Background: an optimization exercise with open tools, aiming at small area, a short achievable clock period and few clock cycles per item. Do not read the settings as production practice.
Only simulation tests tie the RTL to the original design; equivalence was not proved.
No activity file was given, so power comes from the tool's default toggle rates.

== build 10 ==
Design spiral, start of the top module:
module spiral #(
  parameter DATA_WIDTH = 8,
  parameter R_WIDTH  = 3,
  parameter C_WIDTH  = 3
)
(
  input  logic                  clk,
  input  logic                  rstn,
  input  logic [R_WIDTH-1:0]    row,  
  input  logic [C_WIDTH-1:0]    col,  
  input  logic [DATA_WIDTH-1:0] data_in,
  input  logic                  data_in_valid,
  output logic                  data_in_rdy,
  output logic [DATA_WIDTH-1:0] data_out,
  output logic                  data_out_valid,
  input  logic                  data_out_rdy
);
  localparam int N = 7;
  localparam logic [N-1:0] LO = 7'b0000001;    
  localparam logic [N-1:0] HI = 7'b1000000;    
  function automatic logic [N-1:0] rev(input logic [N-1:0] x);
    for (int k = 0; k < N; k++) rev[k] = x[N-1-k];
  endfunction
  function automatic logic [N-1:0] dec1(input logic [2:0] x);
    dec1 = '0;
    for (int k = 0; k < N; k++) if (x == 3'(k + 1)) dec1[k] = 1'b1;
  endfunction
  logic [DATA_WIDTH-1:0] mem [0:N-1][0:N-1];
  logic [N*N-1:0]        full;
  function automatic logic full_at(input logic [N-1:0] r, input logic [N-1:0] c,
  ...
For scale: roughly 1,500 cells after synthesis, ~510 flip-flops, roughly 28 I/O pins.
export LEC_CHECK = 0
export CAP_MARGIN = 20
export CORE_MARGIN = 2
export CORE_UTILIZATION = 50
export CTS_CLUSTER_DIAMETER = 100
export CTS_CLUSTER_SIZE = 24
export PLACE_DENSITY = 0.8
export SETUP_SLACK_MARGIN = 4.5
export SLEW_MARGIN = 20
create_clock -name core_clock -period 7.0 [get_ports {clk}]
run.sh (not shown) runs the stock make flow with config.mk's settings and CLKGATE_MAP_FILE= SYNTH_SCRIPT=/design/flow/synth_recipe.tcl, a recipe that flattens the netlist after the stock synthesis.
Testbench counts of build 10, summed over its fixed seeds: cycles 9,408, items 8,134.
Changes in build 39 relative to build 10:
- changing CTS_CLUSTER_DIAMETER from 100 to 90
- changing CORE_UTILIZATION from 50 to 60
- changing CTS_CLUSTER_SIZE from 24 to 30
- removing PLACE_DENSITY (formerly 0.8)
## What came out
- Build 39 -> build 10: post-synthesis cell count flat
- Fmax of build 39 is on par with build 10.
- Shortest clock period the worst path allows after layout (lower): build 39
- Between build 39 and build 10, cell area is higher for build 10, build 39 comes in under that.
- Filler cell count down 628 in build 39 wrt build 10
- Looking at final worst-path setup slack, build 39 sits 0.0032 ns higher than build 10 does.
- Build 39 against build 10: fraction of area in clock buffers and inverters moved down; leakage power moved down.
- Build 39 gives less part of the power in the clock network than build 10 did.
- Filler-free cell count of the finished design, build 39 and build 10, lower one = build 39.
- Build 39 — routed length on met3 570 µm lower, build 10 as reference
- data_out[5]$_DFFE_PN_ as the startpoint of the most critical setup path was reported by build 39, and data_out[6]$_DFFE_PN_ by build 10.
Input changes introduced in build 53 (baseline for comparison: build 39):
- SETUP_SLACK_MARGIN changed from 4.5 to 4.65
- CTS_CLUSTER_SIZE changed from 30 to 20
- CTS_CLUSTER_DIAMETER changed from 90 to 80
- CORE_UTILIZATION changed from 60 to 50
Results
Every stage of the flow completed for build 53, and the final layout passed the timing, design-rule and antenna checks.
Diff build 39 -> build 53: fraction of power consumed by the clock network went up; arrival time reported for the critical path endpoint has increased; sequential share of layout area -5.1 points.
Build 53 against build 39; post-detailed-routing wire length is up by more than 10%.
Build 53 -> build 39: clock skew flat


build 93:
spiral again, from the RTL that the note above started with.
Settings: LEC_CHECK=0, CAP_MARGIN=20, CORE_MARGIN=2, CORE_UTILIZATION=50, CTS_BUF_LIST=sky130_fd_sc_hd__clkbuf_4 sky130_fd_sc_hd__clkbuf_8, SETUP_SLACK_MARGIN=4.5, SLEW_MARGIN=20; clock period 7.0 ns.
Testbench counts of build 93, summed over its fixed seeds: cycles 9,408, items 8,134.
diff inputs: build 93 => build 91
Settings: CTS_CLUSTER_DIAMETER newly set to 90; CTS_BUF_LIST removed (was sky130_fd_sc_hd__clkbuf_4 sky130_fd_sc_hd__clkbuf_8); CTS_CLUSTER_SIZE newly set to 30.
Results
No stage failed in build 91, and the final checks on the layout all came back clean. The summed area of non-filler cells in the final layout in build 91 sits about 4% below the value recorded for build 93. Wire: build 91 routes less than build 93. Build 91 packs its core more loosely than build 93. Worst setup slack: build 91 better than build 93. Sort build 93 and build 91 by area overhead of the layout relative to synthesis asc -> top: build 91. Via count (build 91 vs. build 93) decreases by a few percent.
Input changes introduced in build 71 (baseline for comparison: build 91):
Settings: CTS_BUF_LIST newly set to sky130_fd_sc_hd__clkbuf_4 sky130_fd_sc_hd__clkbuf_8; CTS_CLUSTER_DIAMETER removed (was 90); SETUP_SLACK_MARGIN changed from 4.5 to 4.8; CTS_CLUSTER_SIZE removed (was 30).
Findings:
On build 71: number of buffers inserted to repair setup after CTS is 69 higher than what build 91 gave. Build 71: synthesis-to-finish area growth is 12 points higher than what build 91 reported. Number of filler instances in the final layout, build 91 and build 71: higher on build 91.


The RTL this note starts from:
==> flow/design.v <==
module spiral #(
  parameter DATA_WIDTH = 8,
  parameter R_WIDTH  = 3,
  parameter C_WIDTH  = 3
)
(
  input  logic                  clk,
  input  logic                  rstn,
  input  logic [R_WIDTH-1:0]    row,  
  input  logic [C_WIDTH-1:0]    col,  
  input  logic [DATA_WIDTH-1:0] data_in,
  input  logic                  data_in_valid,
  output logic                  data_in_rdy,
  output logic [DATA_WIDTH-1:0] data_out,
  output logic                  data_out_valid,
  input  logic                  data_out_rdy
);
  localparam int N = 7;
  localparam logic [N-1:0] LO = 7'b0000001;    
  localparam logic [N-1:0] HI = 7'b1000000;    
  function automatic logic [N-1:0] rev(input logic [N-1:0] x);
    for (int k = 0; k < N; k++) rev[k] = x[N-1-k];
  endfunction
  function automatic logic [N-1:0] dec1(input logic [2:0] x);
    dec1 = '0;
    for (int k = 0; k < N; k++) if (x == 3'(k + 1)) dec1[k] = 1'b1;
  endfunction
  logic [DATA_WIDTH-1:0] mem [0:N-1][0:N-1];
  logic [N*N-1:0]        full;
  function automatic logic full_at(input logic [N-1:0] r, input logic [N-1:0] c,
                                   input logic [N*N-1:0] f);
    logic [N-1:0] hit;
    for (int i = 0; i < N; i++) hit[i] = r[i] && |(f[i*N +: N] & c);
    full_at = |hit;
  endfunction
  function automatic logic same(input logic [N-1:0] r0, input logic [N-1:0] c0,
                                input logic [N-1:0] r1, input logic [N-1:0] c1);
    same = |(r0 & r1) && |(c0 & c1);
  endfunction
  logic [N-1:0] wrow, wcol;
  logic         wo;
  logic         wfire, w_eor, w_eom, first_w;
  logic         up;             
  assign wfire   = data_in_valid && data_in_rdy;
  logic eor_q, lr_q;
  assign first_w = wo ? (wrow[N-1] && wcol[N-1]) : (wrow[0] && wcol[0]);
  assign w_eor   = first_w ? (col == 3'd1) : eor_q;
  assign w_eom   = w_eor && (first_w ? (row == 3'd1) : lr_q);
  logic [N-1:0] a_col, b_row, b_col, c_rc;
  assign a_col = wo ? (wcol >> 1) : (wcol << 1);
  assign b_row = wo ? (wrow >> 1) : (wrow << 1);
  logic a_eor, b_lr;        
  assign a_eor = |((wo ? rev(a_col) : a_col) & dec1(col));
  assign b_lr  = |((wo ? rev(b_row) : b_row) & dec1(row));
  assign b_col = wo ? HI : LO;
  assign c_rc  = wo ? LO : HI;
  localparam logic [1:0] D_R = 2'd0, D_D = 2'd1, D_L = 2'd2, D_U = 2'd3;
  logic         ract, ro, rok;
  logic [N-1:0] rrow, rcol;
  logic [1:0]   rdir;
  logic [2:0]   cnt, hn, vn;    
  logic         rfire, seg_end, rdone;
  logic r_wcur, byp, rav;
  assign r_wcur  = ract && same(wrow, wcol, rrow, rcol);
  assign byp     = !rok && wfire && r_wcur;
  assign rav     = rok || byp;
  assign rfire   = rav && (!data_out_valid || data_out_rdy);
  assign seg_end = (cnt == 3'd1);
  assign rdone   = seg_end && (rdir[0] ? (hn == 3'd1) : (vn == 3'd1));
  logic [1:0]   ndir;
  logic [N-1:0] adv_row, adv_col;
  always_comb begin
    ndir = seg_end ? rdir + 2'd1 : rdir;
    adv_row = rrow; adv_col = rcol;
    case (ndir)
      D_R: adv_col = ro ? (rcol >> 1) : (rcol << 1);
      D_D: adv_row = ro ? (rrow >> 1) : (rrow << 1);
      D_L: adv_col = ro ? (rcol << 1) : (rcol >> 1);
      default: adv_row = ro ? (rrow << 1) : (rrow >> 1);
    endcase
  end
  logic [5:0] qs [0:1];
  logic         ro_s;
  logic [N-1:0] s_rc;
  logic         start_ok;
  logic [5:0]   rshape;
  assign ro_s     = ract ? ~ro : ro;
  assign s_rc     = ro_s ? HI : LO;
  logic rc_cur, rc_a, rc_b, rc_c;      
  assign rc_cur = rfire && same(rrow, rcol, wrow, wcol);
  assign rc_a   = rfire && same(rrow, rcol, wrow, a_col);
  assign rc_b   = rfire && same(rrow, rcol, b_row, b_col);
  assign rc_c   = rfire && same(rrow, rcol, c_rc, c_rc);
  logic fcol_lo, fcol_hi;
  logic w_f_a, w_f_b, w_f_c, w_busy_n;
  assign w_f_a = full_at(wrow, a_col, full) && !rc_a;
  assign w_f_b = full_at(b_row, b_col, full) && !rc_b;
  assign w_f_c = (full_at(c_rc, c_rc, full) && !rc_c) ||
                 (same(wrow, wcol, c_rc, c_rc) && !(byp && rfire));
  always_comb begin
    if (!wfire)      w_busy_n = !data_in_rdy && up && !rc_cur;
    else if (!w_eor) w_busy_n = w_f_a;
    else if (!w_eom) w_busy_n = w_f_b;
    else             w_busy_n = w_f_c;
  end
  logic [N-1:0] frow, fcol;
  always_comb
    for (int k = 0; k < N; k++) begin
      frow[k] = 1'b0; fcol[k] = 1'b0;
      for (int i = 0; i < N; i++) begin
        frow[k] = frow[k] | (rrow[i] && full[i*N + k]);
        fcol[k] = fcol[k] | (rcol[i] && full[k*N + i]);
      end
    end
  logic r_f_adv, r_f_s;
  assign r_f_adv = (ndir[0] ? |(fcol & adv_row) : |(frow & adv_col)) ||
                   (wfire && same(wrow, wcol, adv_row, adv_col));
  logic r_full_s;
  assign r_full_s = full_at(s_rc, s_rc, full);
  assign r_f_s    = r_full_s || (wfire && same(wrow, wcol, s_rc, s_rc));
  assign start_ok = r_f_s;
  assign rshape   = r_full_s ? qs[ro_s] : {row, col};
  always_ff @(posedge clk or negedge rstn) begin
    if (!rstn) begin
      wrow <= LO; wcol <= LO; wo <= 1'b0;
      eor_q <= 1'b0; lr_q <= 1'b0;
      data_in_rdy <= 1'b0;
      up <= 1'b0;
      ract <= 1'b0; ro <= 1'b0; rok <= 1'b0;
      data_out_valid <= 1'b0;
      full <= '0;
    end else begin
      data_in_rdy <= !w_busy_n;
      up <= 1'b1;
      if (wfire) begin
        if (!w_eor) begin
          wcol <= a_col;
          eor_q <= a_eor;
          if (first_w) lr_q <= (row == 3'd1);
        end else if (!w_eom) begin
          wrow <= b_row; wcol <= b_col;
          eor_q <= (col == 3'd1);
          lr_q <= b_lr;
        end else begin
          wrow <= c_rc; wcol <= c_rc; wo <= ~wo;
        end
      end
      if (!ract || (rfire && rdone)) begin
        if (ract) ro <= ~ro;
        ract <= start_ok;
        rok  <= start_ok;
      end else if (rfire) begin
        rok  <= r_f_adv;
      end else begin
        rok <= rav;
      end
      if (rfire) data_out_valid <= 1'b1;
      else if (data_out_rdy) data_out_valid <= 1'b0;
      for (int i = 0; i < N; i++)
        for (int j = 0; j < N; j++) begin
          if (rfire && rrow[i] && rcol[j]) full[i*N+j] <= 1'b0;
          else if (wfire && wrow[i] && wcol[j]) full[i*N+j] <= 1'b1;
        end
    end
  end
  always_ff @(posedge clk) begin
    if (wfire && first_w) qs[wo] <= {row, col};
    if (!ract || (rfire && rdone)) begin
      rdir <= D_R;
      cnt  <= rshape[2:0];
      hn   <= rshape[2:0];
      vn   <= rshape[5:3];
      rrow <= s_rc; rcol <= s_rc;
    end else if (rfire) begin
      rdir <= ndir;
      if (seg_end) begin
        if (rdir[0]) begin cnt <= hn - 3'd1; hn <= hn - 3'd1; end
        else         begin cnt <= vn - 3'd1; vn <= vn - 3'd1; end
      end else cnt <= cnt - 3'd1;
      rrow <= adv_row; rcol <= adv_col;
    end
  end
  logic [DATA_WIDTH-1:0] colv [0:N-1];
  logic [DATA_WIDTH-1:0] rdata;
  always_comb begin
    for (int j = 0; j < N; j++) begin
      colv[j] = '0;
      for (int i = 0; i < N; i++) colv[j] = colv[j] | (mem[i][j] & {DATA_WIDTH{rrow[i]}});
    end
    rdata = '0;
    for (int j = 0; j < N; j++) rdata = rdata | (colv[j] & {DATA_WIDTH{rcol[j]}});
  end
  always_ff @(posedge clk) begin
    for (int i = 0; i < N; i++)
      for (int j = 0; j < N; j++)
        if (wfire && wrow[i] && wcol[j]) mem[i][j] <= data_in;
    if (rfire) data_out <= rok ? rdata : data_in;
  end
endmodule
==> flow/config.mk <==
export PLATFORM = sky130hd
export DESIGN_NAME = spiral
export DESIGN_NICKNAME = spiral
export VERILOG_FILES = /design/flow/design.v
export SDC_FILE = /design/flow/constraint.sdc
export NUM_CORES = 4
export LEC_CHECK = 0
export CAP_MARGIN = 20
export CORE_MARGIN = 2
export CORE_UTILIZATION = 50
export CTS_CLUSTER_DIAMETER = 100
export CTS_CLUSTER_SIZE = 24
export PLACE_DENSITY = 0.7
export SETUP_SLACK_MARGIN = 4.55
export SLEW_MARGIN = 20
==> flow/constraint.sdc <==
create_clock -name core_clock -period 7.0 [get_ports {clk}]
set_input_delay 1.4000 -clock core_clock [delete_from_list [all_inputs] [get_ports {clk}]]
set_output_delay 1.4000 -clock core_clock [all_outputs]
set_load 0.01 [all_outputs]
The baseline finished with timing, DRC and antenna clean.
Testbench counts at the start, summed over its fixed seeds: cycles 9,408, items 8,134.
Next try:
Settings changed: CTS_CLUSTER_DIAMETER 100 to not set, CTS_CLUSTER_SIZE 24 to not set, PLACE_DENSITY 0.7 to not set, SETUP_SLACK_MARGIN 4.55 to 4.5.
The changed run finished with timing, DRC and antenna clean.
Combinational power shrinks by about 4%.
Synthesized cell count stays the same.
Worst setup slack hardly moves.
Count of clock-buffer cells in the layout went up by 29.
Maximum frequency stays flat.
Power went up by 11%.
Next try:
Settings changed: CTS_CLUSTER_DIAMETER set to 80, CTS_CLUSTER_SIZE set to 25.
Outcome:
- The changed run finished clean
- cell area falls by a few percent
- power is lower by roughly a tenth
- sequential cell count is unchanged
- wire length falls by a few percent
- via count decreases by a few percent
- setup slack loses 0.058 ns
- die area stays the same
- utilization is lower by 1.9 points
- clock-buffer cell count is lower by 30
Next try:
Settings changed: CTS_CLUSTER_DIAMETER 80 to not set, CTS_CLUSTER_SIZE 25 to not set, SETUP_SLACK_MARGIN 4.5 to 4.3.
Outcome:
- synthesized cell count stays the same
- worst setup slack is better by 0.0093 ns
- area after synthesis is unchanged
- clock skew increases by 0.0083 ns
Next try:
Settings changed: CTS_CLUSTER_DIAMETER set to 80, CTS_CLUSTER_SIZE set to 20, SETUP_SLACK_MARGIN 4.3 to 4.5.
Total power is lower by 7.9%.
Area after synthesis stays the same.
Hold slack improved by 0.0089 ns.
First-iteration DRC count is lower by 2.2%.
Worst setup slack got worse by 0.032 ns.
Routed wire length is higher by 1.8%.
Die area is unchanged.
Final cell count is lower by 0.34%.
Combinational power is higher by 10%.
Clock power is lower by 36%.
Clock-buffer cell count is lower by 10.

what the ideal ports hide:
The results above use ideal ports. As a check the final layouts listed here were re-extracted and re-timed, cells and wires unchanged.
Step 1 (the two cells are an assumption about what drives the block):
set clk [get_ports {clk}]
set_driving_cell -lib_cell sky130_fd_sc_hd__clkbuf_16 $clk
set_driving_cell -lib_cell sky130_fd_sc_hd__buf_2 [delete_from_list [all_inputs] $clk]
Step 2 moves the port delays by t, midway between the first and last clock arrival at a register: inputs arrive t later, outputs are due t later. That takes back most of the time a late clock gives input paths.
a / b / c = ideal / step 1 / step 2; a / b = the first two.
run	t, ns	setup WS [ns]	worst slew at a driven data input, ns
build 10	0.644	4.356 / 4.303 / 3.906	0.03
build 39	0.619	4.359 / 4.305 / 3.981	0.03
build 53	0.673	4.339 / 4.280 / 3.911	0.07
build 93	0.694	4.332 / 4.282 / 3.847	0.05
build 91	0.629	4.390 / 4.334 / 3.909	0.05
build 71	0.715	4.322 / 4.264 / 3.849	0.04
the first run of note 3	0.637	4.388 / 4.335 / 3.943	0.04
the second run of note 3	0.651	4.389 / 4.334 / 3.840	0.04
the third run of note 3	0.645	4.330 / 4.327 / 3.764	0.04
the fourth run of note 3	0.659	4.339 / 4.282 / 3.785	0.04
the fifth run of note 3	0.653	4.308 / 4.308 / 3.785	0.04
After both steps every run listed still meets setup and hold. For the third run of note 3, which loses most, drivers alone change the setup slack by -0.003 ns; drivers and shift together by -0.566 ns.
